This design comes from an exercise in tuning for small area, a short achievable clock period and few clock cycles on the open sky130 flow, not from production work. RTL that was checked went through simulation tests only; none was proved equivalent to the original. No activity file was given, so power comes from the tool's default toggle rates.

// SimpleCPU
module SimpleCPU(clk, rst, data_fromRAM, wrEn, addr_toRAM, data_toRAM);
input clk, rst;
input wire [31:0] data_fromRAM;
output wire wrEn;
output wire [9:0] addr_toRAM;
output wire [31:0] data_toRAM;
localparam ADD = 3'd0, NAND = 3'd1, SRL = 3'd2, LT = 3'd3,
           CP  = 3'd4, CPI  = 3'd5, BZJ = 3'd6, MUL = 3'd7;
localparam S_FW  = 3'd0,   
           S_DEC = 3'd1,   
           S_G1  = 3'd2,
           S_G2  = 3'd3,
           S_G3  = 3'd4,
           S_EX  = 3'd5,   
           S_M   = 3'd6,   
           S_BT  = 3'd7;   
reg [2:0]  state;
reg [9:0]  pc;
reg [9:0]  addr;
reg        wr;
reg [2:0]  op;
reg        im;
reg [9:0]  fa;
reg [31:0] r1, r2;
reg [4:0]  cnt;
reg        first, sleft, sodd, sbig, bt2;
wire [31:0] d = data_fromRAM;
assign wrEn       = wr & ~rst;
assign addr_toRAM = addr;
assign data_toRAM = r2;
wire [9:0] pc1 = pc + 10'd1;
reg  [1:0]  xsel;    
reg         xand;    
reg         xneg;
reg  [2:0]  ysel;    
reg         cin;
reg  [31:0] ax, ay;
always @(*) begin
  ...
==> flow/config.mk <==
export PLATFORM = sky130hd
export DESIGN_NAME = SimpleCPU
export DESIGN_NICKNAME = SimpleCPU
export VERILOG_FILES = /design/flow/design.v
export SDC_FILE = /design/flow/constraint.sdc
export NUM_CORES = 4
export LEC_CHECK = 0
export CAP_MARGIN = 20
export CORE_MARGIN = 2
export CORE_UTILIZATION = 40
export SLEW_MARGIN = 20
==> flow/constraint.sdc <==
create_clock -name core_clock -period 10.0 [get_ports {clk}]
set_input_delay 2.0000 -clock core_clock [delete_from_list [all_inputs] [get_ports {clk}]]
set_output_delay 2.0000 -clock core_clock [all_outputs]
set_load 0.01 [all_outputs]
standard.sh (not shown) runs the stock make flow with config.mk's settings and CLKGATE_MAP_FILE= SYNTH_SCRIPT=/design/flow/synth_recipe.tcl, a recipe that flattens the netlist after the stock synthesis.
==> flow/flow/run.sh <==
#!/bin/bash
# Standard ORFS layout, with repair_timing aiming past the clock period the
# SDC states so that the achieved period gets as short as the design allows,
# and plain buffers on the ports.
set -euo pipefail
export SETUP_SLACK_MARGIN=5.6
export BUFFER_PORTS_ARGS="-buffer_cell sky130_fd_sc_hd__buf_1"
bash standard.sh > standard.log 2>&1
Rerun with:
==> flow/flow/run.sh (replaced) <==
#!/bin/bash
# Standard ORFS layout, with repair_timing aiming past the clock period the
# SDC states so that the achieved period gets as short as the design allows.
set -euo pipefail
export SETUP_SLACK_MARGIN=5.6
bash standard.sh > standard.log 2>&1
Total power climbs by a few percent.
Sequential share of layout area went down by 0.75 points.
Fmax increases by a few percent.
Count of clock-buffer cells in the layout is lower by 2.
Wire length came out lower slightly.
Rerun with:
==> flow/flow/run.sh (replaced) <==
#!/bin/bash
# Standard ORFS layout, with repair_timing aiming past the clock period the
# SDC states so that the achieved period gets as short as the design allows,
# and plain buffers on the ports.
set -euo pipefail
export SETUP_SLACK_MARGIN=5.6
export BUFFER_PORTS_ARGS="-buffer_cell sky130_fd_sc_hd__buf_2"
bash standard.sh > standard.log 2>&1
Design area falls by about 4%.
Worst setup slack got worse by 71 ps.
Die area stays the same.
Maximum frequency falls by 1.6%.
Synthesized area stays the same.
Clock power falls by about 2%.
Rerun with:
==> flow/flow/run.sh (replaced) <==
#!/bin/bash
# Standard ORFS layout, with repair_timing aiming past the clock period the
# SDC states so that the achieved period gets as short as the design allows.
set -euo pipefail
export SETUP_SLACK_MARGIN=5.8
bash standard.sh > standard.log 2>&1
Result: The new run completed with no timing, DRC or antenna violations. Die area is unchanged. Maximum frequency rose slightly. Area after synthesis is unchanged.
Function was not checked in any run of this note: the RTL went through the layout flow alone.


Setup of the baseline:
Another version of the RTL of SimpleCPU (not shown whole).
Size: about 1100 cells after synthesis, roughly 110 flip-flops, about 77 I/O pins, roughly 8200 µm² of cells after synthesis.
==> flow/config.mk <==
export PLATFORM = sky130hd
export DESIGN_NAME = SimpleCPU
export DESIGN_NICKNAME = SimpleCPU
export VERILOG_FILES = /design/flow/design.v
export SDC_FILE = /design/flow/constraint.sdc
export NUM_CORES = 4
export LEC_CHECK = 0
export CAP_MARGIN = 20
export CORE_MARGIN = 2
export CORE_UTILIZATION = 40
export SLEW_MARGIN = 20
==> flow/constraint.sdc <==
create_clock -name core_clock -period 10.0 [get_ports {clk}]
set_input_delay 2.0000 -clock core_clock [delete_from_list [all_inputs] [get_ports {clk}]]
set_output_delay 2.0000 -clock core_clock [all_outputs]
set_load 0.01 [all_outputs]
==> flow/flow/run.sh <==
#!/bin/bash
# Standard ORFS layout, with repair_timing aiming past the clock period the
# SDC states so that the achieved period gets as short as the design allows,
# and plain buffers on the ports.
set -euo pipefail
export SETUP_SLACK_MARGIN=5.5
export BUFFER_PORTS_ARGS="-buffer_cell sky130_fd_sc_hd__buf_2"
bash standard.sh > standard.log 2>&1
Testbench counts of the baseline, summed over its fixed seeds: cycles 204,733.
Changes in the candidate relative to the baseline:
--- a/flow/flow/run.sh
+++ b/flow/flow/run.sh
@@ -6,0 +7 @@
+export CTS_ARGS="-sink_clustering_enable -repair_clock_nets -dont_use_dummy_load"
Findings:
The candidate finished every step from synthesis to the final layout, and the layout passed the timing, DRC and antenna checks.
The candidate: portion of total power attributed to combinational logic is 1.5 points higher than what the baseline reported.
On period utilization, the baseline and the candidate are basically level.
The baseline → the candidate: top achievable clock speed held steady, routability congestion estimate held steady, via count shrank by 87.
The candidate: headroom to the max-slew limit is 4.4 points higher than what the baseline reported.
The baseline has a lower clock tree skew after final layout than the candidate.
The candidate: area of all placed cells without fillers about 0.4% below the baseline
The baseline and the candidate ended up with nearly the same total routed wirelength.
Global-route total usage across every layer across the baseline and the candidate: no real change.
Total power of the candidate is lower than that of the baseline.


SimpleCPU, a different RTL version from the one above (not shown whole).
Size in the first run: about 950 cells after synthesis, ~110 flip-flops, roughly 77 I/O pins, about 8200 um2 of cells after synthesis.
Settings: LEC_CHECK=0, CAP_MARGIN=20, CORE_MARGIN=2, CORE_UTILIZATION=50, GPL_TIMING_DRIVEN=1, SLEW_MARGIN=20; clock period 10.0 ns.
==> flow/flow/run.sh <==
#!/bin/bash
# Standard ORFS layout, with repair_timing aiming past the clock period the
# SDC states so that the achieved period gets as short as the design allows,
# and plain buffers on the ports.
set -euo pipefail
export SETUP_SLACK_MARGIN=5.5
export CTS_ARGS="-sink_clustering_enable -repair_clock_nets -dont_use_dummy_load"
export BUFFER_PORTS_ARGS="-buffer_cell sky130_fd_sc_hd__buf_2"
bash standard.sh > standard.log 2>&1
Testbench counts at the start, summed over its fixed seeds: cycles 205,053.
Change:
Settings changed: CORE_UTILIZATION 50 to 40, GPL_TIMING_DRIVEN 1 to not set.
The changed run finished with timing, DRC and antenna clean.
Utilization is lower by 12 points.
Register-to-register slack improved by 0.11 ns.
Combinational power shrinks by 3.0%.
Global-route usage decreases by 5.1 points.
Die area went up by 24%.
First-iteration DRC count shrinks by 13%.
Maximum frequency climbs by 1.3%.
Change:
--- a/flow/flow/run.sh
+++ b/flow/flow/run.sh
@@ -6,3 +6,3 @@
 export SETUP_SLACK_MARGIN=5.5
-export CTS_ARGS="-sink_clustering_enable -repair_clock_nets -dont_use_dummy_load"
+export CTS_ARGS="-sink_clustering_enable -repair_clock_nets -dont_use_dummy_load -sink_clustering_size 16 -sink_clustering_max_diameter 50 -buf_list {sky130_fd_sc_hd__clkbuf_8 sky130_fd_sc_hd__clkbuf_16}"
 export BUFFER_PORTS_ARGS="-buffer_cell sky130_fd_sc_hd__buf_2"
The new run finished clean; register-to-register slack barely changes; flip-flop and latch count stays the same; via count stays the same; clock skew stays the same; first-iteration DRC count stays the same.


The RTL this note starts from:
==> flow/design.v <==
`timescale 1ns / 1ps
module SimpleCPU(clk, rst, data_fromRAM, wrEn, addr_toRAM, data_toRAM);
input clk, rst;
input wire [31:0] data_fromRAM;
output wire wrEn;
output wire [9:0] addr_toRAM;
output wire [31:0] data_toRAM;
localparam ADD = 3'd0, NAND = 3'd1, SRL = 3'd2, LT = 3'd3,
           CP  = 3'd4, CPI  = 3'd5, BZJ = 3'd6, MUL = 3'd7;
localparam S_FW  = 3'd0,   
           S_DEC = 3'd1,   
           S_G1  = 3'd2,
           S_G2  = 3'd3,
           S_G3  = 3'd4,
           S_EX  = 3'd5,   
           S_M   = 3'd6,   
           S_BT  = 3'd7;   
reg [2:0]  state;
reg [9:0]  pc;
reg [9:0]  addr;
reg        wr;
reg [2:0]  op;
reg        im;
reg [9:0]  fa;
reg [31:0] r1, r2;
reg [4:0]  cnt;
reg        first, sleft, sodd, sbig;
reg        rs;            
wire       ltf = sodd;    
wire [31:0] d = data_fromRAM;
assign wrEn       = wr & ~rst;
assign addr_toRAM = addr;
assign data_toRAM = r2;
wire [9:0] pc1 = pc + 10'd1;
reg  [1:0]  xsel;    
reg         xand;    
reg         xneg;
reg  [2:0]  ysel;    
reg         cin;
reg  [31:0] ay;
wire [31:0] m1 = ({32{xsel == 2'd1}} & ({32{~xand}} | r2))
               | ({32{xsel == 2'd3}} & {18'd0, 14'h3fff});
wire [31:0] m2 = {32{xsel == 2'd2}};
wire [31:0] ax = ((d & m1) | ({d[30:0], 1'b0} & m2)) ^ {32{xneg}};
always @(*) begin
	case (ysel)
	3'd1: ay = r2;
	3'd2: ay = {r2[29:0], 2'b00};
	3'd3: ay = {1'b0, r2[31:1]};
	3'd4: ay = {2'b00, r2[31:2]};
	default: ay = 32'd0;
	endcase
end
wire [31:0] ag0 = ax & ay;
wire [31:0] ap0 = ax ^ ay;
reg  [31:0] ag, ap;
integer ai, al, aj;
always @(*) begin
	ag = ag0;
	ap = ap0;
	ag[0] = ag0[0] | (ap0[0] & cin);
	for (al = 1; al < 32; al = al * 2)
		for (ai = 0; ai < 32; ai = ai + 1)
			if ((ai / al) % 2 == 1) begin
				aj = (ai / al) * al - 1;
				ag[ai] = ag[ai] | (ap[ai] & ag[aj]);
				ap[ai] = ap[ai] & ap[aj];
			end
end
wire [32:0] asum = {ag[31], ap0 ^ {ag[30:0], cin}};
wire       mwin = sleft;
wire [2:0] bd = mwin ? {r1[17:16] & {2{~first}}, r1[15]} : r1[31:29];
wire booth_zero = (bd == 3'b000) || (bd == 3'b111);
wire booth_two  = (bd == 3'b011) || (bd == 3'b100);
wire booth_neg  = bd[2] && !booth_zero;
function [4:0] srl_cnt(input [5:0] n);
	srl_cnt = {1'b0, n[4:1]} + {4'd0, n[0] & ~n[5]};
endfunction
reg [2:0]  state_n;
reg        wr_n;
reg [4:0]  cnt_n;
reg        first_n, sleft_n, sodd_n, sbig_n;
reg        a_A, a_B, a_pc1, a_pc, a_r2;
reg [9:0]  addr_n;
wire dec_big = |d[13:6];
wire g2_big  = |d[31:6];
wire g2_short = ~|d[31:16];
wire dop_is_mul = (d[31:29] == MUL);
wire [4:0] g2_cnt = g2_big ? 5'd0 : srl_cnt(d[5:0]);
wire is_alu = (op == ADD) || (op == NAND) || (op == LT);
always @(*) begin
	state_n   = state;
	wr_n      = 1'b0;
	cnt_n     = cnt - 5'd1;
	first_n   = first;
	sleft_n   = sleft;
	sodd_n    = sodd;
	sbig_n    = sbig;
	a_A       = 1'b0;
	a_B       = 1'b0;
	a_pc1     = 1'b0;
	a_pc      = 1'b0;
	a_r2      = 1'b0;
	xsel      = 2'd0;
	xneg      = 1'b0;
	xand      = 1'b0;
	ysel      = 3'd1;
	cin       = 1'b0;
	case (state)
	S_FW: state_n = S_DEC;
	S_DEC: begin
		xsel      = 2'd3;
		ysel      = 3'd0;
		first_n   = 1'b1;
		sleft_n   = dop_is_mul | d[5];
		sodd_n    = d[0];
		sbig_n    = dec_big;
		cnt_n     = dop_is_mul ? 5'd8 : (dec_big ? 5'd1 : srl_cnt(d[5:0]) + 5'd1);
		if (wr && addr == pc) begin
			a_pc    = 1'b1;
			state_n = S_FW;
		end else if (d[28] && d[31:29] == CP) begin
			a_pc1   = 1'b1;
			state_n = S_EX;
		end else begin
			a_A     = d[28] && d[31:29] != CPI;
			a_B     = !(d[28] && d[31:29] != CPI);
			state_n = S_G1;
		end
	end
	S_G1: begin
		state_n = S_G2;
		if (im && is_alu && op != LT) begin
			a_pc1   = 1'b1;
			state_n = S_EX;
		end else if (im && op == LT) begin
			state_n = S_EX;
		end else if (im && (op == MUL || op == SRL)) begin
			a_pc1   = (cnt == 5'd1);
			state_n = S_M;
		end else if (op == CP) begin
			a_pc1   = 1'b1;
			state_n = S_EX;
		end else if (op == BZJ && !im) begin
			a_pc1   = 1'b1;
		end else if (op == BZJ) begin
			a_r2    = 1'b1;
		end
	end
	S_G2: begin
		state_n = S_EX;
		case (op)
		ADD, NAND, LT: begin
			xsel  = 2'd1;
			ysel  = 3'd0;
			a_pc1 = (op != LT);
		end
		MUL: begin
			sleft_n = g2_short;
			cnt_n   = g2_short ? 5'd8 : 5'd15;
			state_n = S_M;
		end
		SRL: begin
			sleft_n = d[5];
			sodd_n  = d[0];
			sbig_n  = g2_big;
			cnt_n   = g2_cnt;
			a_pc1   = (g2_cnt == 5'd0);
			state_n = S_M;
		end
		CPI: if (im) begin
			xsel  = 2'd1;
			ysel  = 3'd0;
			a_pc1 = 1'b1;
		end else begin
			a_B     = 1'b1;
			state_n = S_G3;
		end
		BZJ: if (im) begin
			xsel    = 2'd1;
			state_n = (d[9:0] == 10'd0) ? S_DEC : S_G3;
		end else if (d != 32'd0) begin
			state_n = S_DEC;
		end else begin
			state_n = S_BT;
		end
		default: ;
		endcase
	end
	S_G3: begin
		if (op == BZJ) begin
			a_r2    = 1'b1;
			state_n = S_FW;
		end else begin
			a_pc1   = 1'b1;
			state_n = S_EX;
		end
	end
	S_EX: begin
		wr_n    = 1'b1;
		state_n = S_DEC;
		case (op)
		ADD: xsel = 2'd1;
		LT: begin
			xsel    = 2'd1;
			xneg    = 1'b1;
			sodd_n  = asum[32];
			wr_n    = 1'b0;
			a_pc1   = 1'b1;
			cnt_n   = 5'd0;
			state_n = S_M;
		end
		NAND: begin
			xsel  = 2'd1;
			xand  = 1'b1;
			xneg  = 1'b1;
			ysel  = 3'd0;
		end
		CP: if (!im) begin
			xsel  = 2'd1;
			ysel  = 3'd0;
		end
		CPI: if (im) a_B = 1'b1; else begin
			xsel  = 2'd1;
			ysel  = 3'd0;
		end
		default: ;
		endcase
	end
	S_M: begin
		first_n = 1'b0;
		if (op == LT) begin
			ysel     = 3'd0;
			cin      = ltf;
		end else if (op == MUL) begin
			xsel     = booth_zero ? 2'd0 : (booth_two ? 2'd2 : 2'd1);
			xneg     = booth_neg;
			cin      = booth_neg;
			ysel     = first ? 3'd0 : 3'd2;
		end else if (sbig) begin
			ysel  = 3'd0;
		end else if (first) begin
			xsel  = (sleft && sodd) ? 2'd2 : 2'd1;
			ysel  = 3'd0;
		end else begin
			ysel   = sleft ? 3'd2 : (sodd ? 3'd3 : 3'd4);
			sodd_n = 1'b0;
		end
		a_pc1 = (cnt == 5'd1);
		if (cnt == 5'd0) begin
			wr_n    = 1'b1;
			state_n = S_DEC;
		end
	end
	S_BT: begin
		first_n = 1'b0;
		if (!first) begin
			a_B     = 1'b1;
			state_n = S_FW;
		end
	end
	endcase
	if (rst) wr_n = 1'b0;
	if (rs) begin
		state_n = S_FW;
		wr_n    = 1'b0;
	end
	addr_n = ({10{a_A}}   & d[23:14])
	       | ({10{a_B}}   & d[9:0])
	       | ({10{a_pc1}} & pc1)
	       | ({10{a_pc}}  & pc)
	       | ({10{a_r2}}  & r2[9:0])
	       | ({10{!(a_A || a_B || a_pc1 || a_pc || a_r2)}} & fa);
	if (rs) addr_n = 10'd0;
end
always @(posedge clk) begin
	state <= state_n;
	addr  <= addr_n;
	if (rs || a_pc1 || a_r2 || (state == S_BT && !first)) pc <= addr_n;
	rs    <= rst;
	wr    <= wr_n;
	cnt   <= cnt_n;
	first <= first_n;
	sleft <= sleft_n;
	sodd  <= sodd_n;
	sbig  <= sbig_n;
	if (state == S_DEC) begin
		op <= d[31:29];
		im <= d[28];
		fa <= d[23:14];
	end
	if (state == S_DEC || state == S_G2) r1 <= d;
	else                                 r1 <= {r1[29:0], 2'b00};
	r2    <= asum[31:0];
end
endmodule
Settings: LEC_CHECK=0, CAP_MARGIN=20, CORE_MARGIN=2, CORE_UTILIZATION=40, SLEW_MARGIN=20; clock period 10.0 ns.
==> flow/flow/run.sh <==
#!/bin/bash
# Standard ORFS layout, with repair_timing aiming past the clock period the
# SDC states so that the achieved period gets as short as the design allows,
# and plain buffers on the ports.
set -euo pipefail
export SETUP_SLACK_MARGIN=5.5
export CTS_ARGS="-repair_clock_nets -dont_use_dummy_load"
export BUFFER_PORTS_ARGS="-buffer_cell sky130_fd_sc_hd__buf_2"
bash standard.sh > standard.log 2>&1
Testbench counts at the start, summed over its fixed seeds: cycles 205,053.
==> next run, changes <==
--- a/flow/flow/run.sh
+++ b/flow/flow/run.sh
@@ -5,4 +5,4 @@
 set -euo pipefail
-export SETUP_SLACK_MARGIN=5.5
-export CTS_ARGS="-repair_clock_nets -dont_use_dummy_load"
+export SETUP_SLACK_MARGIN=5.6
+export CTS_ARGS="-sink_clustering_enable -repair_clock_nets -dont_use_dummy_load"
 export BUFFER_PORTS_ARGS="-buffer_cell sky130_fd_sc_hd__buf_2"
Outcome:
- global-route usage increases by 0.40 points
- worst hold slack is about the same
- worst setup slack is better by 0.013 ns
- combinational power increases by a few percent
==> next run, changes <==
--- a/flow/flow/run.sh
+++ b/flow/flow/run.sh
@@ -5,3 +5,3 @@
 set -euo pipefail
-export SETUP_SLACK_MARGIN=5.6
+export SETUP_SLACK_MARGIN=5.4
 export CTS_ARGS="-sink_clustering_enable -repair_clock_nets -dont_use_dummy_load"
Result: Synthesized area does not change; setup slack gets worse by 0.12 ns; sequential cell count does not change; routed wire length is lower by 1.8%; register-to-register slack gets worse by 0.23 ns; final area is lower by 2.8%; die area is unchanged; via count is lower by 1.2%; count of clock-buffer cells in the layout is unchanged.
==> next run, changes <==
--- a/flow/flow/run.sh
+++ b/flow/flow/run.sh
@@ -5,4 +5,4 @@
 set -euo pipefail
-export SETUP_SLACK_MARGIN=5.4
-export CTS_ARGS="-sink_clustering_enable -repair_clock_nets -dont_use_dummy_load"
+export SETUP_SLACK_MARGIN=5.5
+export CTS_ARGS="-sink_clustering_enable -repair_clock_nets -dont_use_dummy_load -root_buf sky130_fd_sc_hd__clkbuf_16 -buf_list {sky130_fd_sc_hd__clkbuf_8 sky130_fd_sc_hd__clkbuf_16} -sink_clustering_buffer sky130_fd_sc_hd__clkbuf_16"
 export BUFFER_PORTS_ARGS="-buffer_cell sky130_fd_sc_hd__buf_2"
The new run completed without violations.
Area after synthesis does not change.
Hold slack stays flat.
Setup slack improved by 0.11 ns.

==> port drivers added, routing unchanged <==
The flow's constraints put no driver on any port. The routed layouts listed below were extracted and timed again, unchanged, in two steps. Step 1, drivers: a clkbuf_16 drives clk and a buf_2 each remaining input, both assumed. Step 2 moves the port delays by t, midway between the first and last clock arrival at a register: inputs arrive t later, outputs are due t later. That takes back most of the time a late clock gives input paths. Three values: no drivers, after step 1, after step 2; two values: the first two.
| run | t, ns | setup WS [ns] | worst setup path at the end | slew at the worst register clock pin (ns) | worst data-port slew with drivers (ns) |
|---|---|---|---|---|---|
| the first run of note 1 | 0.406 | 5.473 / 5.463 / 5.057 | input to register | 0.08 / 0.08 | 0.07 |
| the second run of note 1 | 0.406 | 5.590 / 5.589 / 5.188 | input to register | 0.09 / 0.09 | 0.06 |
| the third run of note 1 | 0.406 | 5.518 / 5.533 / 5.126 | input to register | 0.08 / 0.08 | 0.07 |
| the fourth run of note 1 | 0.413 | 5.564 / 5.575 / 5.161 | input to register | 0.09 / 0.09 | 0.08 |
| the baseline | 0.411 | 5.562 / 5.531 / 5.222 | input to register | 0.09 / 0.09 | 0.03 |
| the candidate | 0.404 | 5.563 / 5.534 / 5.219 | input to register | 0.08 / 0.08 | 0.04 |
| the first run of note 3 | 0.397 | 5.509 / 5.504 / 5.107 | input to register | 0.09 / 0.09 | 0.06 |
| the second run of note 3 | 0.397 | 5.565 / 5.586 / 5.189 | input to register | 0.08 / 0.08 | 0.04 |
| the third run of note 3 | 0.397 | 5.565 / 5.586 / 5.189 | input to register | 0.08 / 0.08 | 0.04 |
| the first run of note 4 | 0.402 | 5.645 / 5.645 / 5.268 | input to register | 0.09 / 0.09 | 0.03 |
| the second run of note 4 | 0.392 | 5.658 / 5.635 / 5.357 | input to register | 0.08 / 0.08 | 0.06 |
| the third run of note 4 | 0.397 | 5.539 / 5.550 / 5.159 | input to register | 0.08 / 0.08 | 0.03 |
| the fourth run of note 4 | 0.402 | 5.645 / 5.645 / 5.268 | input to register | 0.09 / 0.09 | 0.03 |
After both steps every run listed still meets setup and hold. For the first run of note 1, which loses most, drivers alone change the setup slack by -0.010 ns; drivers and shift together by -0.416 ns.
